What follows belongs to an exercise in optimizing a design on an open flow for small area; a production flow would make more cautious choices.
At most, simulation tests tie the RTL to the original design; equivalence was not proved.
No functional check of the RTL was part of run 1.
Power is estimated from default activity; no workload was simulated.

===== flow/flow/run.sh =====
#!/bin/bash
# Own layout flow: the standard ORFS flow (standard.sh), with two
# changes: synthesis maps the logic with an area-oriented ABC script
# (flow/abc_area.script, in a copy of ORFS's scripts folder), and clock tree
# synthesis uses fewer, larger clusters and no dummy loads.
set -euo pipefail
W=$PWD
rm -rf "$W/scr"
cp -r "$FLOW_HOME/scripts" "$W/scr"
cp "$W/flow/abc_area.script" "$W/scr/abc_area.script"
CTS="$(cat "$W/flow/cts_args.txt")"
EXTRA=()
if [[ -f "$W/flow/buffer_ports_args.txt" ]]; then EXTRA+=("BUFFER_PORTS_ARGS=$(cat "$W/flow/buffer_ports_args.txt")"); fi
bash "$W/standard.sh" SCRIPTS_DIR="$W/scr" ABC_AREA=1 "CTS_ARGS=$CTS" "${EXTRA[@]}" finish > "$W/orfs_make.log" 2>&1

===== flow/flow/abc_area.script =====
strash
&get -n
&deepsyn -T 30
&dch
&nf -R 1000
&put
topo

===== flow/flow/buffer_ports_args.txt =====
-buffer_cell sky130_fd_sc_hd__buf_1

===== flow/flow/cts_args.txt =====
-sink_clustering_enable -repair_clock_nets -dont_use_dummy_load -buf_list {sky130_fd_sc_hd__clkbuf_2 sky130_fd_sc_hd__clkbuf_4 sky130_fd_sc_hd__clkbuf_8} -sink_clustering_size 20 -sink_clustering_max_diameter 80

===== flow/standard.sh =====
#!/bin/bash
# synth_recipe.tcl (not shown) runs the flow's synth.tcl, then flattens the netlist and writes it again
# the make line also repeats each setting of config.mk as NAME=value (left out here)
make -C /OpenROAD-flow-scripts/flow DESIGN_CONFIG=/design/flow/config.mk WORK_HOME=/design/flow/orfs CLKGATE_MAP_FILE= SYNTH_SCRIPT=/design/flow/synth_recipe.tcl "${@:-finish}"

===== flow/config.mk =====
export PLATFORM = sky130hd
export DESIGN_NAME = FinalProject
export DESIGN_NICKNAME = FinalProject
export VERILOG_FILES = /design/flow/design.v
export SDC_FILE = /design/flow/constraint.sdc
export NUM_CORES = 4
export LEC_CHECK = 0
export CAP_MARGIN = 20
export CORE_MARGIN = 2
export CORE_UTILIZATION = 65
export SLEW_MARGIN = 20

===== flow/constraint.sdc =====
create_clock -name core_clock -period 10.0 [get_ports {clk}]
set_input_delay 2.0000 -clock core_clock [delete_from_list [all_inputs] [get_ports {clk}]]
set_output_delay 2.0000 -clock core_clock [all_outputs]
set_load 0.01 [all_outputs]

===== flow/design.v =====
module	Reset_Delay( input iCLK, input iRST_N, input iEnd, output reg oRESET);
always@(posedge iCLK or negedge iRST_N)
begin
	if(!iRST_N)
		oRESET	<=	1'b0;
	else if(iEnd)
		oRESET	<=	1'b1;
end
endmodule
module LCD_Controller (
input [7:0] iDATA,
input iRS,
input iStart,
output reg oDone,
input iCLK,iRST_N,
output [7:0] LCD_DATA,
output LCD_RW,
output LCD_EN,
output LCD_RS	);
reg		[4:0]	Cont;
reg		preStart;
wire	rise = iStart & ~preStart;
wire	idle = (Cont == 5'd0);
wire	fb = Cont[4] ^ ~(Cont[3] | Cont[2]);
assign	LCD_DATA	=	iDATA;
assign	LCD_RW		=	1'b0;
assign	LCD_RS		=	iRS;
assign	LCD_EN		=	Cont[4] | Cont[3] | Cont[2] | (Cont[1] & ~Cont[0]);
always@(posedge iCLK)
	preStart	<=	iStart;
always@(posedge iCLK or negedge iRST_N)
begin
	if(!iRST_N)
	begin
		oDone	<=	1'b0;
		Cont	<=	5'd0;
	end
	else
	begin
		Cont	<=	{Cont[3:0], idle ? rise : fb};
		if(Cont == 5'b10000)
			oDone	<=	1'b1;
		else if(rise)
			oDone	<=	1'b0;
	end
end
endmodule
module    LCD_TEST (
	input rst, Pulse,
	input [1:0]Kind,
	input [4:0]Qn,
  input iCLK,iRST_N,
  output oEnd,
  output [7:0]     LCD_DATA,
  output LCD_RW,LCD_EN,LCD_RS
);
reg    [5:0]    LUT_INDEX;
wire   [7:0]    LUT_DATA;
reg    [1:0]    mLCD_ST;
reg    [9:0]    mDLY;
reg    [7:0]    mLCD_DATA;
wire        mLCD_RS = ~mLCD_DATA[7] & (mLCD_DATA[6] | (mLCD_DATA[5] & (~mLCD_DATA[4] | mLCD_DATA[1])));
wire        mLCD_Done;
wire        mLCD_Start = (mLCD_ST == 2'd1);
wire        run = ~(LUT_INDEX[5] & LUT_INDEX[4]);
wire   [9:0]    mDLY_next = {mDLY[8:0], mDLY[9] ^ mDLY[6]};
wire        dly_end = (mDLY == 10'h200);
assign oEnd = ~iRST_N & dly_end & (LUT_INDEX == 6'd9);
always@(posedge iCLK or negedge iRST_N)
begin
    if(!iRST_N)
    begin
        mLCD_ST      <=    2'd0;
        mLCD_DATA    <=    8'd0;
    end
    else
    begin
        if(Pulse)
        begin
            mLCD_ST      <=    2'd0;
            mLCD_DATA    <=    8'd0;
        end
        if(run)
        begin
            case(mLCD_ST)
            2'd0:    begin
                    mLCD_DATA    <=    LUT_DATA;
                    mLCD_ST      <=    2'd1;
                end
            2'd1:    if(mLCD_Done) mLCD_ST <= 2'd2;
            2'd2:    if(dly_end) mLCD_ST <= 2'd3;
            2'd3:    mLCD_ST      <=    2'd0;
            endcase
        end
    end
end
always@(posedge iCLK or negedge rst)
begin
    if(!rst)
        LUT_INDEX    <=    6'd5;
    else if(!iRST_N)
    begin
        if(dly_end)
            LUT_INDEX    <=    LUT_INDEX + 1'b1;
    end
    else
    begin
        if(Pulse)
            LUT_INDEX    <=    6'd10;
        if(run && mLCD_ST == 2'd3)
            LUT_INDEX    <=    LUT_INDEX + 1'b1;
    end
end
always@(posedge iCLK or negedge rst)
begin
    if(!rst)
        mDLY    <=    10'h240;
    else if(!iRST_N)
        mDLY    <=    mDLY_next;
    else
    begin
        if(Pulse)
            mDLY    <=    10'h001;
        if(run && mLCD_ST == 2'd2)
            mDLY    <=    mDLY_next;
    end
end
LCD_LUT lut(.idx(LUT_INDEX), .kind(Kind), .qn(Qn), .data(LUT_DATA));
LCD_Controller u0(
.iDATA(mLCD_DATA),
.iRS(mLCD_RS),
.iStart(mLCD_Start),
.oDone(mLCD_Done),
.iCLK(iCLK),
.iRST_N(iRST_N),
.LCD_DATA(LCD_DATA),
.LCD_RW(LCD_RW),
.LCD_EN(LCD_EN),
.LCD_RS(LCD_RS)    );
endmodule
module LCD_LUT(input [5:0] idx, input [1:0] kind, input [4:0] qn, output reg [7:0] data);
always @(*) begin
  if (idx[5]) begin
    casez ({kind, qn, idx[3:0]})
      {2'b01, 5'b?????, 4'd0}: data[7:0] = 8'h20;
      {2'b01, 5'b?????, 4'd1}: data[7:0] = 8'h20;
      {2'b01, 5'b?????, 4'd2}: data[7:0] = 8'h20;
      {2'b01, 5'b?????, 4'd3}: data[7:0] = 8'h20;
      {2'b01, 5'b?????, 4'd4}: data[7:0] = 8'h20;
      {2'b01, 5'b?????, 4'd5}: data[7:0] = 8'h57;
      {2'b01, 5'b?????, 4'd6}: data[7:0] = 8'h72;
      {2'b01, 5'b?????, 4'd7}: data[7:0] = 8'h6F;
      {2'b01, 5'b?????, 4'd8}: data[7:0] = 8'h6E;
      {2'b01, 5'b?????, 4'd9}: data[7:0] = 8'h67;
      {2'b01, 5'b?????, 4'd10}: data[7:0] = 8'h21;
      {2'b01, 5'b?????, 4'd11}: data[7:0] = 8'h20;
      {2'b01, 5'b?????, 4'd12}: data[7:0] = 8'h20;
      {2'b01, 5'b?????, 4'd13}: data[7:0] = 8'h20;
      {2'b01, 5'b?????, 4'd14}: data[7:0] = 8'h20;
      {2'b01, 5'b?????, 4'd15}: data[7:0] = 8'h20;
      {2'b10, 5'b?????, 4'd0}: data[7:0] = 8'h20;
      {2'b10, 5'b?????, 4'd1}: data[7:0] = 8'h20;
      {2'b10, 5'b?????, 4'd2}: data[7:0] = 8'h20;
      {2'b10, 5'b?????, 4'd3}: data[7:0] = 8'h20;
      {2'b10, 5'b?????, 4'd4}: data[7:0] = 8'h43;
      {2'b10, 5'b?????, 4'd5}: data[7:0] = 8'h6F;
      {2'b10, 5'b?????, 4'd6}: data[7:0] = 8'h72;
      {2'b10, 5'b?????, 4'd7}: data[7:0] = 8'h72;
      {2'b10, 5'b?????, 4'd8}: data[7:0] = 8'h65;
      {2'b10, 5'b?????, 4'd9}: data[7:0] = 8'h63;
      {2'b10, 5'b?????, 4'd10}: data[7:0] = 8'h74;
      {2'b10, 5'b?????, 4'd11}: data[7:0] = 8'h21;
      {2'b10, 5'b?????, 4'd12}: data[7:0] = 8'h20;
      {2'b10, 5'b?????, 4'd13}: data[7:0] = 8'h20;
      {2'b10, 5'b?????, 4'd14}: data[7:0] = 8'h20;
      {2'b10, 5'b?????, 4'd15}: data[7:0] = 8'h20;
      {2'b11, 5'b?????, 4'd0}: data[7:0] = 8'h4E;
      {2'b11, 5'b?????, 4'd1}: data[7:0] = 8'h69;
      {2'b11, 5'b?????, 4'd2}: data[7:0] = 8'h63;
      {2'b11, 5'b?????, 4'd3}: data[7:0] = 8'h65;
      {2'b11, 5'b?????, 4'd4}: data[7:0] = 8'h20;
      {2'b11, 5'b?????, 4'd5}: data[7:0] = 8'h54;
      {2'b11, 5'b?????, 4'd6}: data[7:0] = 8'h6F;
      {2'b11, 5'b?????, 4'd7}: data[7:0] = 8'h20;
      {2'b11, 5'b?????, 4'd8}: data[7:0] = 8'h53;
      {2'b11, 5'b?????, 4'd9}: data[7:0] = 8'h65;
      {2'b11, 5'b?????, 4'd10}: data[7:0] = 8'h65;
      {2'b11, 5'b?????, 4'd11}: data[7:0] = 8'h20;
      {2'b11, 5'b?????, 4'd12}: data[7:0] = 8'h59;
      {2'b11, 5'b?????, 4'd13}: data[7:0] = 8'h6F;
      {2'b11, 5'b?????, 4'd14}: data[7:0] = 8'h75;
      {2'b11, 5'b?????, 4'd15}: data[7:0] = 8'h21;
      {2'b00, 5'd0, 4'd0}: data[7:0] = 8'h20;
      {2'b00, 5'd0, 4'd1}: data[7:0] = 8'h20;
      {2'b00, 5'd0, 4'd2}: data[7:0] = 8'h20;
      {2'b00, 5'd0, 4'd3}: data[7:0] = 8'h20;
      {2'b00, 5'd0, 4'd4}: data[7:0] = 8'h20;
      {2'b00, 5'd0, 4'd5}: data[7:0] = 8'h20;
      {2'b00, 5'd0, 4'd6}: data[7:0] = 8'h43;
      {2'b00, 5'd0, 4'd7}: data[7:0] = 8'h65;
      {2'b00, 5'd0, 4'd8}: data[7:0] = 8'h72;
      {2'b00, 5'd0, 4'd9}: data[7:0] = 8'h6F;
      {2'b00, 5'd0, 4'd10}: data[7:0] = 8'h3F;
      {2'b00, 5'd0, 4'd11}: data[7:0] = 8'h20;
      {2'b00, 5'd0, 4'd12}: data[7:0] = 8'h20;
      {2'b00, 5'd0, 4'd13}: data[7:0] = 8'h20;
      {2'b00, 5'd0, 4'd14}: data[7:0] = 8'h20;
      {2'b00, 5'd0, 4'd15}: data[7:0] = 8'h20;
      {2'b00, 5'd1, 4'd0}: data[7:0] = 8'h20;
      {2'b00, 5'd1, 4'd1}: data[7:0] = 8'h20;
      {2'b00, 5'd1, 4'd2}: data[7:0] = 8'h20;
      {2'b00, 5'd1, 4'd3}: data[7:0] = 8'h20;
      {2'b00, 5'd1, 4'd4}: data[7:0] = 8'h20;
      {2'b00, 5'd1, 4'd5}: data[7:0] = 8'h20;
      {2'b00, 5'd1, 4'd6}: data[7:0] = 8'h55;
      {2'b00, 5'd1, 4'd7}: data[7:0] = 8'h6E;
      {2'b00, 5'd1, 4'd8}: data[7:0] = 8'h6F;
      {2'b00, 5'd1, 4'd9}: data[7:0] = 8'h3F;
      {2'b00, 5'd1, 4'd10}: data[7:0] = 8'h20;
      {2'b00, 5'd1, 4'd11}: data[7:0] = 8'h20;
      {2'b00, 5'd1, 4'd12}: data[7:0] = 8'h20;
      {2'b00, 5'd1, 4'd13}: data[7:0] = 8'h20;
      {2'b00, 5'd1, 4'd14}: data[7:0] = 8'h20;
      {2'b00, 5'd1, 4'd15}: data[7:0] = 8'h20;
      {2'b00, 5'd2, 4'd0}: data[7:0] = 8'h20;
      {2'b00, 5'd2, 4'd1}: data[7:0] = 8'h20;
      {2'b00, 5'd2, 4'd2}: data[7:0] = 8'h20;
      {2'b00, 5'd2, 4'd3}: data[7:0] = 8'h20;
      {2'b00, 5'd2, 4'd4}: data[7:0] = 8'h20;
      {2'b00, 5'd2, 4'd5}: data[7:0] = 8'h20;
      {2'b00, 5'd2, 4'd6}: data[7:0] = 8'h44;
      {2'b00, 5'd2, 4'd7}: data[7:0] = 8'h6F;
      {2'b00, 5'd2, 4'd8}: data[7:0] = 8'h73;
      {2'b00, 5'd2, 4'd9}: data[7:0] = 8'h3F;
      {2'b00, 5'd2, 4'd10}: data[7:0] = 8'h20;
      {2'b00, 5'd2, 4'd11}: data[7:0] = 8'h20;
      {2'b00, 5'd2, 4'd12}: data[7:0] = 8'h20;
      {2'b00, 5'd2, 4'd13}: data[7:0] = 8'h20;
      {2'b00, 5'd2, 4'd14}: data[7:0] = 8'h20;
      {2'b00, 5'd2, 4'd15}: data[7:0] = 8'h20;
      {2'b00, 5'd3, 4'd0}: data[7:0] = 8'h20;
      {2'b00, 5'd3, 4'd1}: data[7:0] = 8'h20;
      {2'b00, 5'd3, 4'd2}: data[7:0] = 8'h20;
      {2'b00, 5'd3, 4'd3}: data[7:0] = 8'h20;
      {2'b00, 5'd3, 4'd4}: data[7:0] = 8'h20;
      {2'b00, 5'd3, 4'd5}: data[7:0] = 8'h54;
      {2'b00, 5'd3, 4'd6}: data[7:0] = 8'h72;
      {2'b00, 5'd3, 4'd7}: data[7:0] = 8'h65;
      {2'b00, 5'd3, 4'd8}: data[7:0] = 8'h73;
      {2'b00, 5'd3, 4'd9}: data[7:0] = 8'h3F;
      {2'b00, 5'd3, 4'd10}: data[7:0] = 8'h20;
      {2'b00, 5'd3, 4'd11}: data[7:0] = 8'h20;
      {2'b00, 5'd3, 4'd12}: data[7:0] = 8'h20;
      {2'b00, 5'd3, 4'd13}: data[7:0] = 8'h20;
      {2'b00, 5'd3, 4'd14}: data[7:0] = 8'h20;
      {2'b00, 5'd3, 4'd15}: data[7:0] = 8'h20;
      {2'b00, 5'd4, 4'd0}: data[7:0] = 8'h20;
      {2'b00, 5'd4, 4'd1}: data[7:0] = 8'h20;
      {2'b00, 5'd4, 4'd2}: data[7:0] = 8'h20;
      {2'b00, 5'd4, 4'd3}: data[7:0] = 8'h20;
      {2'b00, 5'd4, 4'd4}: data[7:0] = 8'h20;
      {2'b00, 5'd4, 4'd5}: data[7:0] = 8'h43;
      {2'b00, 5'd4, 4'd6}: data[7:0] = 8'h75;
      {2'b00, 5'd4, 4'd7}: data[7:0] = 8'h61;
      {2'b00, 5'd4, 4'd8}: data[7:0] = 8'h74;
      {2'b00, 5'd4, 4'd9}: data[7:0] = 8'h72;
      {2'b00, 5'd4, 4'd10}: data[7:0] = 8'h6F;
      {2'b00, 5'd4, 4'd11}: data[7:0] = 8'h3F;
      {2'b00, 5'd4, 4'd12}: data[7:0] = 8'h20;
      {2'b00, 5'd4, 4'd13}: data[7:0] = 8'h20;
      {2'b00, 5'd4, 4'd14}: data[7:0] = 8'h20;
      {2'b00, 5'd4, 4'd15}: data[7:0] = 8'h20;
      {2'b00, 5'd5, 4'd0}: data[7:0] = 8'h20;
      {2'b00, 5'd5, 4'd1}: data[7:0] = 8'h20;
      {2'b00, 5'd5, 4'd2}: data[7:0] = 8'h20;
      {2'b00, 5'd5, 4'd3}: data[7:0] = 8'h20;
      {2'b00, 5'd5, 4'd4}: data[7:0] = 8'h20;
      {2'b00, 5'd5, 4'd5}: data[7:0] = 8'h43;
      {2'b00, 5'd5, 4'd6}: data[7:0] = 8'h69;
      {2'b00, 5'd5, 4'd7}: data[7:0] = 8'h6E;
      {2'b00, 5'd5, 4'd8}: data[7:0] = 8'h63;
      {2'b00, 5'd5, 4'd9}: data[7:0] = 8'h6F;
      {2'b00, 5'd5, 4'd10}: data[7:0] = 8'h3F;
      {2'b00, 5'd5, 4'd11}: data[7:0] = 8'h20;
      {2'b00, 5'd5, 4'd12}: data[7:0] = 8'h20;
      {2'b00, 5'd5, 4'd13}: data[7:0] = 8'h20;
      {2'b00, 5'd5, 4'd14}: data[7:0] = 8'h20;
      {2'b00, 5'd5, 4'd15}: data[7:0] = 8'h20;
      {2'b00, 5'd6, 4'd0}: data[7:0] = 8'h20;
      {2'b00, 5'd6, 4'd1}: data[7:0] = 8'h20;
      {2'b00, 5'd6, 4'd2}: data[7:0] = 8'h20;
      {2'b00, 5'd6, 4'd3}: data[7:0] = 8'h20;
      {2'b00, 5'd6, 4'd4}: data[7:0] = 8'h20;
      {2'b00, 5'd6, 4'd5}: data[7:0] = 8'h20;
      {2'b00, 5'd6, 4'd6}: data[7:0] = 8'h53;
      {2'b00, 5'd6, 4'd7}: data[7:0] = 8'h65;
      {2'b00, 5'd6, 4'd8}: data[7:0] = 8'h69;
      {2'b00, 5'd6, 4'd9}: data[7:0] = 8'h73;
      {2'b00, 5'd6, 4'd10}: data[7:0] = 8'h3F;
      {2'b00, 5'd6, 4'd11}: data[7:0] = 8'h20;
      {2'b00, 5'd6, 4'd12}: data[7:0] = 8'h20;
      {2'b00, 5'd6, 4'd13}: data[7:0] = 8'h20;
      {2'b00, 5'd6, 4'd14}: data[7:0] = 8'h20;
      {2'b00, 5'd6, 4'd15}: data[7:0] = 8'h20;
      {2'b00, 5'd7, 4'd0}: data[7:0] = 8'h20;
      {2'b00, 5'd7, 4'd1}: data[7:0] = 8'h20;
      {2'b00, 5'd7, 4'd2}: data[7:0] = 8'h20;
      {2'b00, 5'd7, 4'd3}: data[7:0] = 8'h20;
      {2'b00, 5'd7, 4'd4}: data[7:0] = 8'h20;
      {2'b00, 5'd7, 4'd5}: data[7:0] = 8'h53;
      {2'b00, 5'd7, 4'd6}: data[7:0] = 8'h69;
      {2'b00, 5'd7, 4'd7}: data[7:0] = 8'h65;
      {2'b00, 5'd7, 4'd8}: data[7:0] = 8'h74;
      {2'b00, 5'd7, 4'd9}: data[7:0] = 8'h65;
      {2'b00, 5'd7, 4'd10}: data[7:0] = 8'h3F;
      {2'b00, 5'd7, 4'd11}: data[7:0] = 8'h20;
      {2'b00, 5'd7, 4'd12}: data[7:0] = 8'h20;
      {2'b00, 5'd7, 4'd13}: data[7:0] = 8'h20;
      {2'b00, 5'd7, 4'd14}: data[7:0] = 8'h20;
      {2'b00, 5'd7, 4'd15}: data[7:0] = 8'h20;
      {2'b00, 5'd8, 4'd0}: data[7:0] = 8'h20;
      {2'b00, 5'd8, 4'd1}: data[7:0] = 8'h20;
      {2'b00, 5'd8, 4'd2}: data[7:0] = 8'h20;
      {2'b00, 5'd8, 4'd3}: data[7:0] = 8'h20;
      {2'b00, 5'd8, 4'd4}: data[7:0] = 8'h20;
      {2'b00, 5'd8, 4'd5}: data[7:0] = 8'h4F;
      {2'b00, 5'd8, 4'd6}: data[7:0] = 8'h63;
      {2'b00, 5'd8, 4'd7}: data[7:0] = 8'h68;
      {2'b00, 5'd8, 4'd8}: data[7:0] = 8'h6F;
      {2'b00, 5'd8, 4'd9}: data[7:0] = 8'h3F;
      {2'b00, 5'd8, 4'd10}: data[7:0] = 8'h20;
      {2'b00, 5'd8, 4'd11}: data[7:0] = 8'h20;
      {2'b00, 5'd8, 4'd12}: data[7:0] = 8'h20;
      {2'b00, 5'd8, 4'd13}: data[7:0] = 8'h20;
      {2'b00, 5'd8, 4'd14}: data[7:0] = 8'h20;
      {2'b00, 5'd8, 4'd15}: data[7:0] = 8'h20;
      {2'b00, 5'd9, 4'd0}: data[7:0] = 8'h20;
      {2'b00, 5'd9, 4'd1}: data[7:0] = 8'h20;
      {2'b00, 5'd9, 4'd2}: data[7:0] = 8'h20;
      {2'b00, 5'd9, 4'd3}: data[7:0] = 8'h20;
      {2'b00, 5'd9, 4'd4}: data[7:0] = 8'h20;
      {2'b00, 5'd9, 4'd5}: data[7:0] = 8'h4E;
      {2'b00, 5'd9, 4'd6}: data[7:0] = 8'h75;
      {2'b00, 5'd9, 4'd7}: data[7:0] = 8'h65;
      {2'b00, 5'd9, 4'd8}: data[7:0] = 8'h76;
      {2'b00, 5'd9, 4'd9}: data[7:0] = 8'h65;
      {2'b00, 5'd9, 4'd10}: data[7:0] = 8'h3F;
      {2'b00, 5'd9, 4'd11}: data[7:0] = 8'h20;
      {2'b00, 5'd9, 4'd12}: data[7:0] = 8'h20;
      {2'b00, 5'd9, 4'd13}: data[7:0] = 8'h20;
      {2'b00, 5'd9, 4'd14}: data[7:0] = 8'h20;
      {2'b00, 5'd9, 4'd15}: data[7:0] = 8'h20;
      {2'b00, 5'd10, 4'd0}: data[7:0] = 8'h20;
      {2'b00, 5'd10, 4'd1}: data[7:0] = 8'h20;
      {2'b00, 5'd10, 4'd2}: data[7:0] = 8'h20;
      {2'b00, 5'd10, 4'd3}: data[7:0] = 8'h20;
      {2'b00, 5'd10, 4'd4}: data[7:0] = 8'h20;
      {2'b00, 5'd10, 4'd5}: data[7:0] = 8'h44;
      {2'b00, 5'd10, 4'd6}: data[7:0] = 8'h69;
      {2'b00, 5'd10, 4'd7}: data[7:0] = 8'h65;
      {2'b00, 5'd10, 4'd8}: data[7:0] = 8'h7A;
      {2'b00, 5'd10, 4'd9}: data[7:0] = 8'h3F;
      {2'b00, 5'd10, 4'd10}: data[7:0] = 8'h20;
      {2'b00, 5'd10, 4'd11}: data[7:0] = 8'h20;
      {2'b00, 5'd10, 4'd12}: data[7:0] = 8'h20;
      {2'b00, 5'd10, 4'd13}: data[7:0] = 8'h20;
      {2'b00, 5'd10, 4'd14}: data[7:0] = 8'h20;
      {2'b00, 5'd10, 4'd15}: data[7:0] = 8'h20;
      {2'b00, 5'd11, 4'd0}: data[7:0] = 8'h20;
      {2'b00, 5'd11, 4'd1}: data[7:0] = 8'h20;
      {2'b00, 5'd11, 4'd2}: data[7:0] = 8'h20;
      {2'b00, 5'd11, 4'd3}: data[7:0] = 8'h20;
      {2'b00, 5'd11, 4'd4}: data[7:0] = 8'h20;
      {2'b00, 5'd11, 4'd5}: data[7:0] = 8'h4F;
      {2'b00, 5'd11, 4'd6}: data[7:0] = 8'h6E;
      {2'b00, 5'd11, 4'd7}: data[7:0] = 8'h63;
      {2'b00, 5'd11, 4'd8}: data[7:0] = 8'h65;
      {2'b00, 5'd11, 4'd9}: data[7:0] = 8'h3F;
      {2'b00, 5'd11, 4'd10}: data[7:0] = 8'h20;
      {2'b00, 5'd11, 4'd11}: data[7:0] = 8'h20;
      {2'b00, 5'd11, 4'd12}: data[7:0] = 8'h20;
      {2'b00, 5'd11, 4'd13}: data[7:0] = 8'h20;
      {2'b00, 5'd11, 4'd14}: data[7:0] = 8'h20;
      {2'b00, 5'd11, 4'd15}: data[7:0] = 8'h20;
      {2'b00, 5'd12, 4'd0}: data[7:0] = 8'h20;
      {2'b00, 5'd12, 4'd1}: data[7:0] = 8'h20;
      {2'b00, 5'd12, 4'd2}: data[7:0] = 8'h20;
      {2'b00, 5'd12, 4'd3}: data[7:0] = 8'h20;
      {2'b00, 5'd12, 4'd4}: data[7:0] = 8'h20;
      {2'b00, 5'd12, 4'd5}: data[7:0] = 8'h44;
      {2'b00, 5'd12, 4'd6}: data[7:0] = 8'h6F;
      {2'b00, 5'd12, 4'd7}: data[7:0] = 8'h63;
      {2'b00, 5'd12, 4'd8}: data[7:0] = 8'h65;
      {2'b00, 5'd12, 4'd9}: data[7:0] = 8'h3F;
      {2'b00, 5'd12, 4'd10}: data[7:0] = 8'h20;
      {2'b00, 5'd12, 4'd11}: data[7:0] = 8'h20;
      {2'b00, 5'd12, 4'd12}: data[7:0] = 8'h20;
      {2'b00, 5'd12, 4'd13}: data[7:0] = 8'h20;
      {2'b00, 5'd12, 4'd14}: data[7:0] = 8'h20;
      {2'b00, 5'd12, 4'd15}: data[7:0] = 8'h20;
      {2'b00, 5'd13, 4'd0}: data[7:0] = 8'h20;
      {2'b00, 5'd13, 4'd1}: data[7:0] = 8'h20;
      {2'b00, 5'd13, 4'd2}: data[7:0] = 8'h20;
      {2'b00, 5'd13, 4'd3}: data[7:0] = 8'h20;
      {2'b00, 5'd13, 4'd4}: data[7:0] = 8'h20;
      {2'b00, 5'd13, 4'd5}: data[7:0] = 8'h54;
      {2'b00, 5'd13, 4'd6}: data[7:0] = 8'h72;
      {2'b00, 5'd13, 4'd7}: data[7:0] = 8'h65;
      {2'b00, 5'd13, 4'd8}: data[7:0] = 8'h63;
      {2'b00, 5'd13, 4'd9}: data[7:0] = 8'h65;
      {2'b00, 5'd13, 4'd10}: data[7:0] = 8'h3F;
      {2'b00, 5'd13, 4'd11}: data[7:0] = 8'h20;
      {2'b00, 5'd13, 4'd12}: data[7:0] = 8'h20;
      {2'b00, 5'd13, 4'd13}: data[7:0] = 8'h20;
      {2'b00, 5'd13, 4'd14}: data[7:0] = 8'h20;
      {2'b00, 5'd13, 4'd15}: data[7:0] = 8'h20;
      {2'b00, 5'd14, 4'd0}: data[7:0] = 8'h20;
      {2'b00, 5'd14, 4'd1}: data[7:0] = 8'h20;
      {2'b00, 5'd14, 4'd2}: data[7:0] = 8'h20;
      {2'b00, 5'd14, 4'd3}: data[7:0] = 8'h20;
      {2'b00, 5'd14, 4'd4}: data[7:0] = 8'h43;
      {2'b00, 5'd14, 4'd5}: data[7:0] = 8'h61;
      {2'b00, 5'd14, 4'd6}: data[7:0] = 8'h74;
      {2'b00, 5'd14, 4'd7}: data[7:0] = 8'h6F;
      {2'b00, 5'd14, 4'd8}: data[7:0] = 8'h72;
      {2'b00, 5'd14, 4'd9}: data[7:0] = 8'h63;
      {2'b00, 5'd14, 4'd10}: data[7:0] = 8'h65;
      {2'b00, 5'd14, 4'd11}: data[7:0] = 8'h3F;
      {2'b00, 5'd14, 4'd12}: data[7:0] = 8'h20;
      {2'b00, 5'd14, 4'd13}: data[7:0] = 8'h20;
      {2'b00, 5'd14, 4'd14}: data[7:0] = 8'h20;
      {2'b00, 5'd14, 4'd15}: data[7:0] = 8'h20;
      {2'b00, 5'd15, 4'd0}: data[7:0] = 8'h20;
      {2'b00, 5'd15, 4'd1}: data[7:0] = 8'h20;
      {2'b00, 5'd15, 4'd2}: data[7:0] = 8'h20;
      {2'b00, 5'd15, 4'd3}: data[7:0] = 8'h20;
      {2'b00, 5'd15, 4'd4}: data[7:0] = 8'h51;
      {2'b00, 5'd15, 4'd5}: data[7:0] = 8'h75;
      {2'b00, 5'd15, 4'd6}: data[7:0] = 8'h69;
      {2'b00, 5'd15, 4'd7}: data[7:0] = 8'h6E;
      {2'b00, 5'd15, 4'd8}: data[7:0] = 8'h63;
      {2'b00, 5'd15, 4'd9}: data[7:0] = 8'h65;
      {2'b00, 5'd15, 4'd10}: data[7:0] = 8'h3F;
      {2'b00, 5'd15, 4'd11}: data[7:0] = 8'h20;
      {2'b00, 5'd15, 4'd12}: data[7:0] = 8'h20;
      {2'b00, 5'd15, 4'd13}: data[7:0] = 8'h20;
      {2'b00, 5'd15, 4'd14}: data[7:0] = 8'h20;
      {2'b00, 5'd15, 4'd15}: data[7:0] = 8'h20;
      {2'b00, 5'd16, 4'd0}: data[7:0] = 8'h20;
      {2'b00, 5'd16, 4'd1}: data[7:0] = 8'h20;
      {2'b00, 5'd16, 4'd2}: data[7:0] = 8'h20;
      {2'b00, 5'd16, 4'd3}: data[7:0] = 8'h20;
      {2'b00, 5'd16, 4'd4}: data[7:0] = 8'h56;
      {2'b00, 5'd16, 4'd5}: data[7:0] = 8'h65;
      {2'b00, 5'd16, 4'd6}: data[7:0] = 8'h69;
      {2'b00, 5'd16, 4'd7}: data[7:0] = 8'h6E;
      {2'b00, 5'd16, 4'd8}: data[7:0] = 8'h74;
      {2'b00, 5'd16, 4'd9}: data[7:0] = 8'h65;
      {2'b00, 5'd16, 4'd10}: data[7:0] = 8'h3F;
      {2'b00, 5'd16, 4'd11}: data[7:0] = 8'h20;
      {2'b00, 5'd16, 4'd12}: data[7:0] = 8'h20;
      {2'b00, 5'd16, 4'd13}: data[7:0] = 8'h20;
      {2'b00, 5'd16, 4'd14}: data[7:0] = 8'h20;
      {2'b00, 5'd16, 4'd15}: data[7:0] = 8'h20;
      {2'b00, 5'd17, 4'd0}: data[7:0] = 8'h20;
      {2'b00, 5'd17, 4'd1}: data[7:0] = 8'h20;
      {2'b00, 5'd17, 4'd2}: data[7:0] = 8'h20;
      {2'b00, 5'd17, 4'd3}: data[7:0] = 8'h54;
      {2'b00, 5'd17, 4'd4}: data[7:0] = 8'h72;
      {2'b00, 5'd17, 4'd5}: data[7:0] = 8'h65;
      {2'b00, 5'd17, 4'd6}: data[7:0] = 8'h69;
      {2'b00, 5'd17, 4'd7}: data[7:0] = 8'h6E;
      {2'b00, 5'd17, 4'd8}: data[7:0] = 8'h74;
      {2'b00, 5'd17, 4'd9}: data[7:0] = 8'h61;
      {2'b00, 5'd17, 4'd10}: data[7:0] = 8'h3F;
      {2'b00, 5'd17, 4'd11}: data[7:0] = 8'h20;
      {2'b00, 5'd17, 4'd12}: data[7:0] = 8'h20;
      {2'b00, 5'd17, 4'd13}: data[7:0] = 8'h20;
      {2'b00, 5'd17, 4'd14}: data[7:0] = 8'h20;
      {2'b00, 5'd17, 4'd15}: data[7:0] = 8'h20;
      {2'b00, 5'd18, 4'd0}: data[7:0] = 8'h20;
      {2'b00, 5'd18, 4'd1}: data[7:0] = 8'h20;
      {2'b00, 5'd18, 4'd2}: data[7:0] = 8'h20;
      {2'b00, 5'd18, 4'd3}: data[7:0] = 8'h20;
      {2'b00, 5'd18, 4'd4}: data[7:0] = 8'h43;
      {2'b00, 5'd18, 4'd5}: data[7:0] = 8'h61;
      {2'b00, 5'd18, 4'd6}: data[7:0] = 8'h75;
      {2'b00, 5'd18, 4'd7}: data[7:0] = 8'h72;
      {2'b00, 5'd18, 4'd8}: data[7:0] = 8'h65;
      {2'b00, 5'd18, 4'd9}: data[7:0] = 8'h6E;
      {2'b00, 5'd18, 4'd10}: data[7:0] = 8'h74;
      {2'b00, 5'd18, 4'd11}: data[7:0] = 8'h61;
      {2'b00, 5'd18, 4'd12}: data[7:0] = 8'h3F;
      {2'b00, 5'd18, 4'd13}: data[7:0] = 8'h20;
      {2'b00, 5'd18, 4'd14}: data[7:0] = 8'h20;
      {2'b00, 5'd18, 4'd15}: data[7:0] = 8'h20;
      {2'b00, 5'd19, 4'd0}: data[7:0] = 8'h20;
      {2'b00, 5'd19, 4'd1}: data[7:0] = 8'h20;
      {2'b00, 5'd19, 4'd2}: data[7:0] = 8'h20;
      {2'b00, 5'd19, 4'd3}: data[7:0] = 8'h43;
      {2'b00, 5'd19, 4'd4}: data[7:0] = 8'h69;
      {2'b00, 5'd19, 4'd5}: data[7:0] = 8'h6E;
      {2'b00, 5'd19, 4'd6}: data[7:0] = 8'h63;
      {2'b00, 5'd19, 4'd7}: data[7:0] = 8'h75;
      {2'b00, 5'd19, 4'd8}: data[7:0] = 8'h65;
      {2'b00, 5'd19, 4'd9}: data[7:0] = 8'h6E;
      {2'b00, 5'd19, 4'd10}: data[7:0] = 8'h74;
      {2'b00, 5'd19, 4'd11}: data[7:0] = 8'h61;
      {2'b00, 5'd19, 4'd12}: data[7:0] = 8'h3F;
      {2'b00, 5'd19, 4'd13}: data[7:0] = 8'h20;
      {2'b00, 5'd19, 4'd14}: data[7:0] = 8'h20;
      {2'b00, 5'd19, 4'd15}: data[7:0] = 8'h20;
      {2'b00, 5'd20, 4'd0}: data[7:0] = 8'h20;
      {2'b00, 5'd20, 4'd1}: data[7:0] = 8'h20;
      {2'b00, 5'd20, 4'd2}: data[7:0] = 8'h20;
      {2'b00, 5'd20, 4'd3}: data[7:0] = 8'h53;
      {2'b00, 5'd20, 4'd4}: data[7:0] = 8'h65;
      {2'b00, 5'd20, 4'd5}: data[7:0] = 8'h73;
      {2'b00, 5'd20, 4'd6}: data[7:0] = 8'h65;
      {2'b00, 5'd20, 4'd7}: data[7:0] = 8'h6E;
      {2'b00, 5'd20, 4'd8}: data[7:0] = 8'h74;
      {2'b00, 5'd20, 4'd9}: data[7:0] = 8'h61;
      {2'b00, 5'd20, 4'd10}: data[7:0] = 8'h3F;
      {2'b00, 5'd20, 4'd11}: data[7:0] = 8'h20;
      {2'b00, 5'd20, 4'd12}: data[7:0] = 8'h20;
      {2'b00, 5'd20, 4'd13}: data[7:0] = 8'h20;
      {2'b00, 5'd20, 4'd14}: data[7:0] = 8'h20;
      {2'b00, 5'd20, 4'd15}: data[7:0] = 8'h20;
      {2'b00, 5'd21, 4'd0}: data[7:0] = 8'h20;
      {2'b00, 5'd21, 4'd1}: data[7:0] = 8'h20;
      {2'b00, 5'd21, 4'd2}: data[7:0] = 8'h20;
      {2'b00, 5'd21, 4'd3}: data[7:0] = 8'h53;
      {2'b00, 5'd21, 4'd4}: data[7:0] = 8'h65;
      {2'b00, 5'd21, 4'd5}: data[7:0] = 8'h74;
      {2'b00, 5'd21, 4'd6}: data[7:0] = 8'h65;
      {2'b00, 5'd21, 4'd7}: data[7:0] = 8'h6E;
      {2'b00, 5'd21, 4'd8}: data[7:0] = 8'h74;
      {2'b00, 5'd21, 4'd9}: data[7:0] = 8'h61;
      {2'b00, 5'd21, 4'd10}: data[7:0] = 8'h3F;
      {2'b00, 5'd21, 4'd11}: data[7:0] = 8'h20;
      {2'b00, 5'd21, 4'd12}: data[7:0] = 8'h20;
      {2'b00, 5'd21, 4'd13}: data[7:0] = 8'h20;
      {2'b00, 5'd21, 4'd14}: data[7:0] = 8'h20;
      {2'b00, 5'd21, 4'd15}: data[7:0] = 8'h20;
      {2'b00, 5'd22, 4'd0}: data[7:0] = 8'h20;
      {2'b00, 5'd22, 4'd1}: data[7:0] = 8'h20;
      {2'b00, 5'd22, 4'd2}: data[7:0] = 8'h20;
      {2'b00, 5'd22, 4'd3}: data[7:0] = 8'h20;
      {2'b00, 5'd22, 4'd4}: data[7:0] = 8'h20;
      {2'b00, 5'd22, 4'd5}: data[7:0] = 8'h4F;
      {2'b00, 5'd22, 4'd6}: data[7:0] = 8'h63;
      {2'b00, 5'd22, 4'd7}: data[7:0] = 8'h68;
      {2'b00, 5'd22, 4'd8}: data[7:0] = 8'h65;
      {2'b00, 5'd22, 4'd9}: data[7:0] = 8'h6E;
      {2'b00, 5'd22, 4'd10}: data[7:0] = 8'h74;
      {2'b00, 5'd22, 4'd11}: data[7:0] = 8'h61;
      {2'b00, 5'd22, 4'd12}: data[7:0] = 8'h3F;
      {2'b00, 5'd22, 4'd13}: data[7:0] = 8'h20;
      {2'b00, 5'd22, 4'd14}: data[7:0] = 8'h20;
      {2'b00, 5'd22, 4'd15}: data[7:0] = 8'h20;
      {2'b00, 5'd23, 4'd0}: data[7:0] = 8'h20;
      {2'b00, 5'd23, 4'd1}: data[7:0] = 8'h20;
      {2'b00, 5'd23, 4'd2}: data[7:0] = 8'h20;
      {2'b00, 5'd23, 4'd3}: data[7:0] = 8'h20;
      {2'b00, 5'd23, 4'd4}: data[7:0] = 8'h20;
      {2'b00, 5'd23, 4'd5}: data[7:0] = 8'h4E;
      {2'b00, 5'd23, 4'd6}: data[7:0] = 8'h6F;
      {2'b00, 5'd23, 4'd7}: data[7:0] = 8'h76;
      {2'b00, 5'd23, 4'd8}: data[7:0] = 8'h65;
      {2'b00, 5'd23, 4'd9}: data[7:0] = 8'h6E;
      {2'b00, 5'd23, 4'd10}: data[7:0] = 8'h74;
      {2'b00, 5'd23, 4'd11}: data[7:0] = 8'h61;
      {2'b00, 5'd23, 4'd12}: data[7:0] = 8'h3F;
      {2'b00, 5'd23, 4'd13}: data[7:0] = 8'h20;
      {2'b00, 5'd23, 4'd14}: data[7:0] = 8'h20;
      {2'b00, 5'd23, 4'd15}: data[7:0] = 8'h20;
      default: data[7:0] = 8'h20;
    endcase
  end else begin
    case (idx[4:0])
      5'd10: data = 8'h38;
      5'd11: data = 8'h0C;
      5'd12: data = 8'h01;
      5'd13: data = 8'h06;
      5'd14: data = 8'h80;
      5'd15: data = 8'h53;
      5'd16: data = 8'h70;
      5'd17: data = 8'h61;
      5'd18: data = 8'h6E;
      5'd19: data = 8'h69;
      5'd20: data = 8'h73;
      5'd21: data = 8'h68;
      5'd22: data = 8'h3E;
      5'd23: data = 8'h45;
      5'd24: data = 8'h6E;
      5'd25: data = 8'h67;
      5'd26: data = 8'h6C;
      5'd27: data = 8'h69;
      5'd28: data = 8'h73;
      5'd29: data = 8'h68;
      5'd30: data = 8'h20;
      5'd31: data = 8'hC0;
      default: data = 8'h38;
    endcase
  end
end
endmodule
module lcdlab1(
	input rst,
  input CLOCK_50,
  output LCD_ON,	 
  output LCD_RW,	 
  output LCD_EN,	 
  output LCD_RS,	 
  output [7:0] LCD_DATA,	 
  input [1:0] Kind,
  input [4:0] Qn,
  input Pulse
);
wire DLY_RST;
wire DLY_END;
Reset_Delay r0(.iCLK(CLOCK_50), .iRST_N(rst), .iEnd(DLY_END), .oRESET(DLY_RST));
assign	LCD_ON		=	1'b1;
LCD_TEST u1(
	.rst(rst),
	.Pulse(Pulse),
	.Kind(Kind),
	.Qn(Qn),
   .iCLK(CLOCK_50),
   .iRST_N(DLY_RST),
   .oEnd(DLY_END),
   .LCD_DATA(LCD_DATA),
   .LCD_RW(LCD_RW),
   .LCD_EN(LCD_EN),
   .LCD_RS(LCD_RS)
);
endmodule
module FinalProject(answer, submit, clk, rst, redOut, greenOut, LCD_ON, LCD_RW, LCD_EN, LCD_RS, LCD_DATA);
output LCD_ON;	 
output LCD_RW;	 
output LCD_EN;	 
output LCD_RS;	 
output [7:0] LCD_DATA;	 
input [10:0] answer;
input submit, clk, rst;
output redOut, greenOut;
localparam	Q       = 3'b000,
		wrong   = 3'b001,
		correct = 3'b010,
		Start   = 3'b011,
		check   = 3'b100,
		pulseW  = 3'b101,
		pulseC  = 3'b110,
		pulseS  = 3'b111;
reg [2:0] S;
reg [4:0] q;
reg Pulse;
reg Match;	 
reg [1:0] Kind;
assign greenOut = Kind[1] & ~Kind[0];
assign redOut = Kind[0] & ~Kind[1];
wire [10:0] SWO;
debounce_DE2_SW deb(clk, rst, answer, SWO);
reg [10:0] Key;
always @(*)
begin
	case (q)
	5'd0:  Key = 11'b00000000001;
	5'd1:  Key = 11'b00000000010;
	5'd2:  Key = 11'b00000000100;
	5'd3:  Key = 11'b00000001000;
	5'd4:  Key = 11'b00000010000;
	5'd5:  Key = 11'b00000100000;
	5'd6:  Key = 11'b00001000000;
	5'd7:  Key = 11'b00010000000;
	5'd8:  Key = 11'b00100000000;
	5'd9:  Key = 11'b01000000000;
	5'd10: Key = 11'b10000000000;
	5'd11: Key = 11'b10000000010;
	5'd12: Key = 11'b10000000100;
	5'd13: Key = 11'b10000001000;
	5'd14: Key = 11'b10000010000;
	5'd15: Key = 11'b10000100000;
	5'd16: Key = 11'b00000000101;
	5'd17: Key = 11'b00000001001;
	5'd18: Key = 11'b00000010001;
	5'd19: Key = 11'b00000100001;
	5'd20: Key = 11'b00001000001;
	5'd21: Key = 11'b00010000001;
	5'd22: Key = 11'b00100000001;
	default: Key = 11'b01000000001;
	endcase
end
always @ (posedge clk or negedge rst)
begin
	if (rst == 1'b0)
	begin
		S <= Start;
		q <= 5'd0;
		Pulse <= 1'b1;
		Kind <= Start[1:0];
	end
	else
	begin
		Pulse <= S[2];
		if (!S[2])
			Kind <= S[1:0];
		case (S)
		Start:   if (submit) S <= pulseS;
		pulseS:  if (!submit) S <= Q;
		Q:       if (submit) S <= check;
		check:
		begin
			if (!submit) S <= Q;
			else if (Match) S <= correct;
			else S <= wrong;
		end
		wrong:   if (!submit) S <= pulseW;
		correct: if (!submit) S <= pulseC;
		pulseW:  S <= Q;
		pulseC:
		begin
			if (q == 5'd23)
			begin
				q <= 5'd0;
				S <= Start;
			end
			else
			begin
				q <= q + 1'b1;
				S <= Q;
			end
		end
		endcase
	end
end
always @ (posedge clk)
begin
	if (S == Q)
		Match <= (SWO == Key);
end
lcdlab1 info(
	.rst(rst),
  .CLOCK_50(clk),
  .LCD_ON(LCD_ON),
  .LCD_RW(LCD_RW),
  .LCD_EN(LCD_EN),
  .LCD_RS(LCD_RS),
  .LCD_DATA(LCD_DATA),
  .Kind(Kind),
  .Qn(q),
  .Pulse(Pulse)
);
endmodule
module debounce_DE2_SW (clk, rst_n, answer, SWO);
input rst_n, clk;
input [10:0]answer;
output [10:0]SWO;
wire [10:0]SWO;
debouncer sw0(clk, rst_n, answer[0], SWO[0]);
debouncer sw1(clk, rst_n, answer[1], SWO[1]);
debouncer sw2(clk, rst_n, answer[2], SWO[2]);
debouncer sw3(clk, rst_n, answer[3], SWO[3]);
debouncer sw4(clk, rst_n, answer[4], SWO[4]);
debouncer sw5(clk, rst_n, answer[5], SWO[5]);
debouncer sw6(clk, rst_n, answer[6], SWO[6]);
debouncer sw7(clk, rst_n, answer[7], SWO[7]);
debouncer sw8(clk, rst_n, answer[8], SWO[8]);
debouncer sw9(clk, rst_n, answer[9], SWO[9]);
debouncer sw10(clk, rst_n, answer[10], SWO[10]);
endmodule
module debouncer (clk, rst_n, noisy, clean);
input rst_n, clk, noisy;
output clean;
reg lvl;
reg [12:0] cnt;
wire low0 = ~|cnt[10:0];
wire settled = low0 & ~cnt[11];
wire fresh = settled & cnt[12];
wire last = low0 & cnt[11] & ~cnt[12];
wire fb = cnt[12] ^ cnt[10] ^ cnt[3] ^ (cnt[8] & cnt[0]);
assign clean = lvl ^ fresh;
always @ (posedge clk or negedge rst_n)
begin
	if (rst_n == 1'b0)
	begin
		lvl <= 1'b0;
		cnt <= 13'd0;
	end
	else
	begin
		cnt <= {cnt[11:0], settled ? (noisy ^ lvl) : fb};
		if (last)
			lvl <= ~lvl;
	end
end
endmodule

==> run notes, run 1 <==
- Final #Nets: 868
- Max-slew headroom: 0.312
- Power Internal: 0.00114 W
- Root Driver: clkbuf_8
- Die Ht: 118 um
- Leakage power: 3.64 nW
- Core Box Area: 0.0127 sq mm
- Vias: 6596
- Syn Area/Cell: 10.7 sq um
- Pins Over Slew Limit: 0
- Clock Power Share: 0.223
- Die area: 0.0140 sq mm
- Port buffer count: 25
- Buffer levels on the longest clock path: 2
- Initial DRC count: 649
- Worst Tran Pin Value: 1020 ps
- Crit Path Category: flop to flop
- Final instance area: 0.00907 sq mm
- Yosys top cell area share: 0.556
- Synthesized net count: 823
- Mapped Area: 0.00851 sq mm
- Setup TNS: 0 ps
- Tcrit/Tclk final: 0.384
- Max Cap Violations: 0
- Sequential element share of the synthesized area: 0.589
- Hold Path Class: flop to async pin
- Hold_ws: 345 ps
- DR WL/cell: 21.3 um
- Crit path time final: 3840 ps
- Residual DRC count: 0
- Drt total wl: 21.5 mm
- Setup Skew: 41.1 ps
- Chip Width: 118 um
- Final GP Congestion: 1.00
- CP Max Fanout: 14
- Routed vias/inst: 6.52
- CTS Hold Bufs: 0
- Hpwl dp: 15.1 mm
- Post-CTS Setup Inserts: 0
- Most numerous cell in the Yosys netlist: dfrtp_1
- CP endpoint kind: flop
- Synth cell count leaders: 189 x dfrtp_1, 88 x nand2_1, 85 x nor2_1
- Synthesis-to-finish area growth: 6.56%
- Power Density: 189 mW/mm^2
- Grt total ovfl: 0
- Antenna diodes: 0
- RR Startpoint: q[0]
- Critical path data required time: 10310 ps
- Sw Share: 0.338
- Ys async rst share: 0.990
- # IOs: 28
- Fmax: 260 MHz
- Sink Count: 200
- Starting density of the core: 0.669
- Status: no timing/DRC/antenna violations
- DRT Pass-1 Iters: 5
- Initial antenna violation count: 0
- Worst Setup Start Kind: flop
- Distinct cell type count of the synthesized netlist: 52
- Post-cts sizing count: 0
- Vias in the first global route: 6683
- Cell Rows: 41
- Mapped Cells: 796
- Yosys warns: 6
- Critical path arrival: 4150 ps
- Synthesis-stage register bit count: 200
- Layout cells sized above 1: 0.0358
- Number of flops mapped to enable cells by yosys: 1
- Worst-path clk slew: 90 ps
- CTS tree: yes
- Peak supply drop: 0.000222 V
- First-pass GRT wire length: 35.2 mm
- Total net switching power: 0.000579 W
- Ys flop type: dfrtp_1
- Main area contributors after synthesis: dfrtp_1 56%, xnor2_1 4.8%, nand2_1 3.9%
- Final ANT Viol Nets: 0
- Register share of total power: 0.545
- H-Tree Depth: 4
- Pin count of the biggest net entering global routing: 95
- Yosys top cell by area: dfrtp_1
- GRT Overall Usage: 0.324
- Worst-Skew Late Latency: 460 ps
- Beginning of the critical path: q[0]
- Setup-failing EPs final: 0
- Final hold viol count: 0
- CTS Buf Count: 17
- Logic pwr share: 0.232
- DP Area: 0.00883 sq mm
- Unrepaired setup endpoints after global routing: no
==> metal layers <==
| metal | track usage | vias up | share of wire |
|---|---|---|---|
| li1 | - | 2941 | - |
| met1 | 0.437 | 3243 | 0.40 |
| met2 | 0.522 | 339 | 0.49 |
| met3 | 0.0623 | 73 | 0.071 |
| met4 | 0.134 | 0 | 0.039 |
| met5 | 0 | - | 0 |
==> through the flow <==
| step | total power, W | util | worst slack (ps) | instances |
|---|---|---|---|---|
| 2_1_floorplan | 0.00119 | - | 7050 | 796 |
| 3_3_place_gp | 0.00132 | 0.694 | 5930 | 994 |
| 3_5_place_dp | 0.00134 | 0.694 | 5760 | 994 |
| 4_1_cts | 0.00171 | 0.713 | 6230 | 1011 |
| 5_1_grt | 0.00180 | 0.713 | 5750 | 1011 |
| 6_report | 0.00171 | 0.713 | 6160 | 1011 |
==> registers in the layout (all words and copies together), names as in the netlist, 2 cells and up <==
| name | count |
|---|---|
| Kind | 2 |
| S | 3 |
| deb.sw0.cnt | 13 |
| deb.sw1.cnt | 13 |
| deb.sw10.cnt | 13 |
| deb.sw2.cnt | 13 |
| deb.sw3.cnt | 13 |
| deb.sw4.cnt | 13 |
| deb.sw5.cnt | 13 |
| deb.sw6.cnt | 13 |
| deb.sw7.cnt | 13 |
| deb.sw8.cnt | 13 |
| deb.sw9.cnt | 13 |
| info.u1.LUT_INDEX | 6 |
| info.u1.mDLY | 10 |
| info.u1.mLCD_DATA | 8 |
| info.u1.mLCD_ST | 2 |
| info.u1.u0.Cont | 5 |
| q | 5 |
==> cell families (layout without fill, tap and decap cells) <==
logic type      after synthesis  after routing  synth area share
simple gates                326            326             0.180
mux                           3              3           0.00353
compound gates              163            163             0.124
buf+inv                      16             59           0.00794
xor+xnor                     73             73            0.0751
other cells                   2              2          0.000882
fa+ha+maj                    13             13            0.0191
flops                       200            200             0.589
==> power by group through the flow <==
stage                     sequential [W]  clock [W]  combinational [W]
after floorplan                 0.000928          0           0.000259
after global placement          0.000943          0           0.000380
after detailed placement        0.000948          0           0.000387
after CTS                       0.000933   0.000390           0.000390
after global routing            0.000944   0.000422           0.000438
final                           0.000934   0.000383           0.000398
==> layout make-up <==
class	instances	area [sq um]
tap	172	215
clock buffer	17	234
inverter	14	52.6
timing repair buffer	28	124
multi-input combinational	580	3430
sequential	200	5020
fill	924	3650
==> cell usage in the layout (no fill, tap or decap), drive strengths merged, types with 5 or more instances in the layout <==
| cell type | n |
|---|---|
| and3 | 6 |
| o22ai | 8 |
| dfrtp | 189 |
| nor3 | 29 |
| or3 | 13 |
| nand2b | 10 |
| nor4 | 29 |
| nor2b | 8 |
| a32o | 5 |
| a211oi | 6 |
| nand2 | 88 |
| xnor2 | 47 |
| xor2 | 26 |
| clkbuf | 18 |
| nor2 | 85 |
| a21oi | 45 |
| clkinv | 14 |
| nand4 | 8 |
| ha | 13 |
| a31oi | 13 |
| nand3 | 37 |
| and2 | 6 |
| o31ai | 5 |
| buf | 27 |
| a22o | 11 |
| o21ai | 34 |
| dfstp | 9 |
==> worst paths after layout <==
| path | endpoint | slack (ps) | cells past startpoint |
|---|---|---|---|
| max | info.u1.mLCD_DATA[0] | 6160 | 14 |
| min | info.u1.mLCD_ST[0] | 340 | 0 |
| max reg2reg | info.u1.mLCD_DATA[0] | 6160 | 14 |
| min reg2reg | info.u1.mLCD_ST[0] | 340 | 0 |
| max in group asynchronous | info.u1.LUT_INDEX[1] | 6690 | 3 |
| min in group core_clock | deb.sw2.cnt[8] | 360 | 0 |
==> worst max-delay path: stages (launching register included) <==
cell       delay [ps]
dfrtp_1           480
clkinv_1          170
ha_1              400
nand2_1           230
nor2_1            130
a2111oi_0         500
o22ai_1           120
a211oi_1          300
o21ai_0           150
a21oi_1           150
o21ai_0           150
nor2_1            170
nand3_1           100
or3_1             380
a32o_1            260
==> run 2, diff against run 1 <==
--- a/flow/design.v
+++ b/flow/design.v
@@ -736,8 +736,5 @@
 end
 always @ (posedge clk)
-begin
-	if (S == Q)
-		Match <= (SWO == Key);
-end
+	Match <= (SWO == Key);
 lcdlab1 info(
 	.rst(rst),
==> flow/flow/run.sh (replaced) <==
#!/bin/bash
# Own layout flow: the standard ORFS flow (standard.sh), with these
# changes: synthesis leaves adders to ABC (no half/full-adder cells) and maps
# the logic with an area-oriented ABC script (flow/abc_area.script, in a copy
# of ORFS's scripts folder); clock tree synthesis uses the options in
# flow/cts_args.txt (larger clusters, no dummy loads); the ports get the
# buffer cell named in flow/buffer_ports_args.txt.
set -euo pipefail
W=$PWD
rm -rf "$W/scr"
cp -r "$FLOW_HOME/scripts" "$W/scr"
cp "$W/flow/abc_area.script" "$W/scr/abc_area.script"
CTS="$(cat "$W/flow/cts_args.txt")"
EXTRA=()
if [[ -f "$W/flow/buffer_ports_args.txt" ]]; then EXTRA+=("BUFFER_PORTS_ARGS=$(cat "$W/flow/buffer_ports_args.txt")"); fi
bash "$W/standard.sh" SCRIPTS_DIR="$W/scr" ABC_AREA=1 ADDER_MAP_FILE= "CTS_ARGS=$CTS" "${EXTRA[@]}" finish > "$W/orfs_make.log" 2>&1
==> flow/flow/cts_args.txt (replaced) <==
-sink_clustering_enable -repair_clock_nets -dont_use_dummy_load -buf_list sky130_fd_sc_hd__clkbuf_8 -sink_clustering_size 20 -sink_clustering_max_diameter 50
==> run 2 against run 1 <==
Worst setup slack worse by 1400 ps. Hold slack worse by 56 ps. Critical path depth rose by 4. Utilization decreased by 0.99 points. Combinational power is 26% lower. Clock power up 2%. Via count shrank 6.1%. Sequential power up 0.9%. Clock-buffer cell count did not move. Critical path type unchanged. Critical endpoint is now info.u1.mLCD_DATA[6].
==> run notes, run 2 <==
- Status: no timing/DRC/antenna violations
- Synth cell count leaders: 189 x dfrtp_1, 81 x nand2_1, 74 x nor2_1
- Setup Skew: 34.3 ps (-6.77 ps)
- CTS tree: yes
- Pwr Total: 0.00163 W (-5.0%)
- Fmax: 189 MHz (-27%)
- Residual DRC count: 0 (unchanged)
- CTS Buf Count: 17 (unchanged)
- Syn Area/Cell: 10.9 sq um (+1.5%)
- Vias: 6195 (-6.1%)
- DP Area: 0.00856 sq mm (-3.1%)
- DR WL/cell: 20.3 um (-4.7%)
- Critical path arrival: 5610 ps (+1460 ps)
- Buffer levels on the longest clock path: 2 (unchanged)
- Setup-failing EPs final: 0 (unchanged)
- DRT Pass-1 Iters: 7 (+2)
- Worst R2R Setup Slack: 4720 ps (-1440 ps)
- Yosys top cell area share: 0.573 (+0.0177)
- Pre-CTS setup slack: 4880 ps (-881 ps)
- Layout cells sized above 1: 0.0362 (+0.000403)
- Ys async rst share: 0.990 (unchanged)
- Sequential element share of the synthesized area: 0.607 (+0.0176)
- Post-CTS Setup Inserts: 0 (unchanged)
- Yosys top cell by area: dfrtp_1
- Synthesis-to-finish area growth: 6.67%
- Final #Nets: 818 (-5.8%)
- Most numerous cell in the Yosys netlist: dfrtp_1
- Yosys warns: 6 (unchanged)
- Leakage power: 3.52 nW (-3.3%)
- Leading cell type in the layout, fill and taps excluded: dfrtp_1
- Hpwl dp: 14.1 mm (-6.6%)
- Commonest non-fill, non-tap cells in the layout: 189 x dfrtp_1, 81 x nand2_1, 74 x nor2_1, 55 x a21oi_1, 48 x xnor2_1
- Core Box Area: 0.0125 sq mm (-1.6%)
- Final hold viol count: 0 (unchanged)
- Peak supply drop: 0.000162 V (-27%)
- Hold Path Class: flop to async pin
- Worst Tran Pin Value: 907 ps (-118 ps)
- Mapped Cells: 760 (-4.5%)
- Worst-path clk slew: 80 ps (about the same)
- Critical R2R Capture: info.u1.mLCD_DATA[6]
- Port buffer count: 25 (unchanged)
- Unrepaired setup endpoints after global routing: no
- Initial antenna violation count: 0 (unchanged)
- Pin count of the biggest net entering global routing: 89 (-6.3%)
- Final GP Congestion: 1.01 (+0.18%)
- Max-slew headroom: 0.391 (+0.0790)
- Main area contributors after synthesis: dfrtp_1 57%, xnor2_1 5.1%, nand2_1 3.7%
- Vias in the first global route: 6133 (-8.2%)
- Number of flops mapped to enable cells by yosys: 0 (-1)
- Synthesized net count: 774 (-6.0%)
- Chip Width: 117 um (-1.5%)
- Die Ht: 117 um (-1.5%)
- Final ANT Viol Nets: 0 (unchanged)
- Ys flop type: dfrtp_1
- RR Startpoint: q[1]
- Worst R2R Path Depth: 18 (+4)
- CP endpoint kind: flop
- Initial DRC count: 595 (-8.3%)
- Die area: 0.0136 sq mm (-3.0%)
- Crit Path Category: flop to flop
- Starting density of the core: 0.659 (-0.0100)
- Crit path time final: 5280 ps (+1440 ps)
- Routed vias/inst: 6.36 (-2.5%)
- Mapped Area: 0.00825 sq mm (-3.1%)
- Worst Setup Start Kind: flop
- Grt total ovfl: 0 (unchanged)
- Drt total wl: 19.7 mm (-8.2%)
- CTS Hold Bufs: 0 (unchanged)
- Max Cap Violations: 0 (unchanged)
- Cell Rows: 41 (unchanged)
- Final instance area: 0.00880 sq mm (-3.0%)
- Sink Count: 200 (unchanged)
- H-Tree Depth: 4 (unchanged)
- Pins Over Slew Limit: 0 (unchanged)
- Synthesis-stage register bit count: 200 (unchanged)
- Tcrit/Tclk final: 0.528 (+0.144)
- Setup ws final: 4720 ps (-1440 ps)
- # IOs: 28 (unchanged)
- First-pass GRT wire length: 32.0 mm (-9.1%)
- Distinct cell type count of the synthesized netlist: 52 (unchanged)
- Power Density: 185 mW/mm^2 (-2.0%)
- Worst-Skew Late Latency: 470 ps (about the same)
- Root Driver: clkbuf_8
- Setup TNS: 0 ps (unchanged)
- GRT Overall Usage: 0.313 (-0.0106)
- Post-cts sizing count: 0 (unchanged)
- Antenna diodes: 0 (unchanged)
- Critical path data required time: 10330 ps (+20 ps)
- CP Max Fanout: 15 (+1)
==> run 2: through the flow <==
step	utilization	hold WS, ps	instances
2_1_floorplan	-	230	760
3_3_place_gp	0.684	286	957
3_5_place_dp	0.684	318	957
4_1_cts	0.703	323	974
5_1_grt	0.703	360	974
6_report	0.703	289	974
==> run 2: layer usage <==
layer	up-vias	track usage	wire length (um)
li1	2794	-	-
met1	3035	0.412	8270
met2	296	0.505	9510
met3	70	0.0799	1370
met4	0	0.125	575
met5	-	0	0
==> run 2: worst max-delay path, stage by stage (launching register included) <==
cell and delay [ps]:
dfrtp_1 600, nor2b_1 480, nand2_1 140, nor3_1 720
nand3_1 230, o32a_1 260, nand2_1 90, a21oi_1 60
nor3_1 220, a211oi_1 90, nand2_1 120, nor3_1 50
and3_1 220, a21oi_1 210, nand2_1 100, or3_1 370
or4_1 560, or3_1 390, a32o_1 250
==> run 2: area by class of cell <==
class | instances | area, sq um
multi-input cells | 547 | 3190
flip-flops and latches | 200 | 5010
well taps | 172 | 215
repair buffers | 27 | 116
inverters | 11 | 41.3
clock buffers | 17 | 234
fillers | 927 | 3720
==> run 2: logic make-up (layout without fill, tap and decap cells) <==
logic type             Yosys count  in the layout  share of synthesized area
AO/OA/AOI/OAI                  142            142                      0.110
XOR/XNOR                        78             78                     0.0828
buffers and inverters           13             55                    0.00682
flip-flops                     200            200                      0.607
multiplexers                     4              4                    0.00501
other                            2              2                   0.000910
AND/OR/NAND/NOR                321            321                      0.187
==> run 2: worst max-delay path by stage <==
stage                     from                   end  slack (ps)  cells past startpoint
after global routing      q[1]  info.u1.mLCD_DATA[2]        4320                     21
after CTS                 q[1]  info.u1.mLCD_DATA[6]        4850                     18
after floorplan           q[1]  info.u1.mLCD_DATA[6]        5690                     18
after detailed placement  q[1]  info.u1.mLCD_DATA[6]        4880                     18
after global placement    q[1]  info.u1.mLCD_DATA[6]        4950                     18
final                     q[1]  info.u1.mLCD_DATA[6]        4720                     18
==> run 2: where the power goes <==
part | switching [W] | total, W | internal (W)
Clock | 0.000240 | 0.000391 | 0.000151
Sequential | 0.0000838 | 0.000942 | 0.000859
Combinational | 0.000195 | 0.000296 | 0.000101
Total | 0.000519 | 0.00163 | 0.00111
==> run 3, diff against run 2 <==
--- a/flow/design.v
+++ b/flow/design.v
@@ -770,24 +770,22 @@
 input rst_n, clk, noisy;
 output clean;
-reg lvl;
+reg clean;
 reg [12:0] cnt;
-wire low0 = ~|cnt[10:0];
-wire settled = low0 & ~cnt[11];
+wire settled = ~|cnt[11:0];
 wire fresh = settled & cnt[12];
-wire last = low0 & cnt[11] & ~cnt[12];
-wire fb = cnt[12] ^ cnt[10] ^ cnt[3] ^ (cnt[8] & cnt[0]);
-assign clean = lvl ^ fresh;
+wire m = cnt[9] ? cnt[2] : cnt[5];
+wire in = cnt[12] ^ (settled ? (noisy ^ clean) : ~m);
 always @ (posedge clk or negedge rst_n)
 begin
 	if (rst_n == 1'b0)
 	begin
-		lvl <= 1'b0;
+		clean <= 1'b0;
 		cnt <= 13'd0;
 	end
 	else
 	begin
-		cnt <= {cnt[11:0], settled ? (noisy ^ lvl) : fb};
-		if (last)
-			lvl <= ~lvl;
+		cnt <= {cnt[11:0], in};
+		if (fresh)
+			clean <= ~clean;
 	end
 end
==> run 3 against run 2 <==
Still clean. Clock-buffer cell count did not move. Die area fell by 3.4%. Utilization rose by 0.73 points. Via count fell by 2.9%. Final area fell by 3.4%. Sequential share of layout area rose by 2.0 points. Clock power fell by 3%. First-iteration DRC count rose by 44%. Largest cell class unchanged. Largest power group unchanged.
==> run notes, run 3 <==
- H-Tree Depth: 4 (unchanged)
- Register share of total power: 0.636 (+0.058)
- Vias in the first global route: 5974 (-2.6%)
- Routed vias/inst: 6.64 (+4.4%)
- RR Startpoint: q[2]
- Post-cts sizing count: 0 (unchanged)
- Synth cell count leaders: 189 x dfrtp_1, 70 x nor2_1, 65 x nand2_1
- Worst-Skew Late Latency: 460 ps (about the same)
- Pre-CTS setup slack: 4290 ps (-589 ps)
- DR WL/cell: 21.2 um (+4.4%)
- Multi-input gate area: 0.00291 sq mm (-8.6%)
- Worst Tran Pin Value: 926 ps (+19.5 ps)
- Synthesized net count: 729 (-5.8%)
- Most numerous cell in the Yosys netlist: dfrtp_1
- Setup Skew: 39.6 ps (+5.27 ps)
- Hold Path Class: flop to async pin
- Most frequent cell on the critical path: o21ai_0
- Syn Area/Cell: 11.1 sq um (+2.6%)
- Starting density of the core: 0.666 (+0.00665)
- CP endpoint kind: flop
- Initial antenna violation count: 0 (unchanged)
- Leakage power: 3.52 nW (about the same)
- Yosys top cell area share: 0.594 (+0.0206)
- Status: no timing/DRC/antenna violations
- Hold_ws: 294 ps (+4.75 ps)
- Buffer levels on the longest clock path: 2 (unchanged)
- Clock Power Share: 0.165 (-0.075)
- Worst R2R Setup Slack: 4040 ps (-680 ps)
- Beginning of the critical path: q[2]
- Final #Nets: 775 (-5.3%)
- Layout cells sized above 1: 0.0408 (+0.00468)
- Power Internal: 0.00150 W (+35%)
- Port buffer count: 25 (unchanged)
- First-pass GRT wire length: 31.0 mm (-3.3%)
- DRT Pass-1 Iters: 6 (-1)
- Yosys top cell by area: dfrtp_1
- Commonest non-fill, non-tap cells in the layout: 189 x dfrtp_1, 70 x nor2_1, 65 x nand2_1, 52 x o21ai_0, 48 x nor4_1
- Distinct cell type count of the synthesized netlist: 52 (unchanged)
- CP peak stage delay: 890 ps (+170 ps)
- # IOs: 28 (unchanged)
- Main area contributors after synthesis: dfrtp_1 59%, nor4_1 3.8%, nor2_1 3.3%
- Unrepaired setup endpoints after global routing: no
- Peak supply drop: 0.000224 V (+39%)
- Logic pwr share: 0.199 (+0.017)
- Final core utilization: 0.710 (+0.00734)
- Number of flops mapped to enable cells by yosys: 0 (unchanged)
- Pin count of the biggest net entering global routing: 93 (+4.5%)
- Critical R2R Capture: info.u1.mLCD_DATA[4]
- Setup ws final: 4040 ps (-683 ps)
run 3: changes by cell type in the layout (fill, tap and decap cells not counted), moves of 6 or more:
cell and delta:
or3_1 -6, a21oi_1 -22, mux2i_1 +9, nor4_1 +18, nand2_1 -16, xor2_1 -18, xnor2_1 -23, nand4_1 +10
nor3_1 -15, o21ai_0 +30
run 3: how the worst min path moves through the flow:
stage              startpoint  slack (ps)  depth (start not counted)              endpoint
2_1_floorplan  info.r0.oRESET         230                          0  info.u1.mLCD_DATA[0]
3_3_place_gp   info.r0.oRESET         290                          0    info.u1.mLCD_ST[1]
3_5_place_dp   info.r0.oRESET         300                          0    info.u1.u0.Cont[2]
4_1_cts        info.r0.oRESET         310                          0    info.u1.u0.Cont[2]
5_1_grt        info.r0.oRESET         370                          0    info.u1.u0.Cont[2]
6_report       info.r0.oRESET         290                          0    info.u1.u0.Cont[2]
run 3: final cells by class:
cell class,instances,share of cell area
Sequential cell,200,0.589
Timing Repair Buffer,29,0.0155
Multi-Input combinational cell,505,0.343
Clock buffer,17,0.0275
Inverter,8,0.00353
Tap cell,147,0.0216
run 3: worst max-delay path: cells and delay by family (launching register included):
| kind | cells | cell delay, ps |
|---|---|---|
| DFF | 1 | 890 |
| AOI/OAI and AO/OA | 8 | 1840 |
| and+or+nand+nor | 12 | 3120 |
run 3: power groups by stage:
stage	Sequential (W)	Combinational [W]	Clock, W
floorplan	0.00136	0.000323	0
global placement	0.00143	0.000428	0
detailed placement	0.00146	0.000446	0
CTS	0.00145	0.000448	0.000386
global route	0.00150	0.000504	0.000416
finish	0.00146	0.000457	0.000379
run 3: cells by family after synthesis:
| group | share of synthesized area |
|---|---|
| AND/OR/NAND/NOR | 0.196 |
| flip-flops | 0.629 |
| AO/OA/AOI/OAI | 0.113 |
| XOR/XNOR | 0.0407 |
| multiplexers | 0.0151 |
| buffers and inverters | 0.00566 |
| other | 0.000943 |
run 3: metal layers:
metal  global-route usage  up-vias  share of wire
met1                0.429     2932           0.42
met2                0.473      312           0.47
met3               0.0858       57          0.078
met4                0.124        0          0.031
li1                     -     2716              -
met5                    0        -              0
run 3: per-stage QoR:
stage | total power, W | instances
floorplan | 0.00169 | 715
global placement | 0.00186 | 889
detailed placement | 0.00191 | 889
CTS | 0.00229 | 906
global route | 0.00242 | 906
finish | 0.00230 | 906

-- what the ideal ports hide --
No port has a modelled driver above. Below, the same layouts with a new extraction and two added sets of constraints. Step 1, drivers: a clkbuf_16 drives clk and a buf_2 each remaining input, both assumed. Step 2, shift: input delay + t, output delay - t, t = (earliest + latest rising clock arrival at the registers) / 2. This alone moves slack from input paths to output paths. a / b / c = ideal / step 1 / step 2; a / b = the first two.
run	t (ns)	setup WS [ns]	worst hold slack (ns)	worst setup path after step 2
run 1	0.478	6.158 / 6.158 / 6.158	0.345 / 0.345 / 0.345	register to register
run 2	0.494	4.721 / 4.721 / 4.721	0.289 / 0.289 / 0.289	register to register
run 3	0.473	4.038 / 4.038 / 4.038	0.294 / 0.294 / 0.294	register to register
After both steps setup and hold are still met in every run listed.
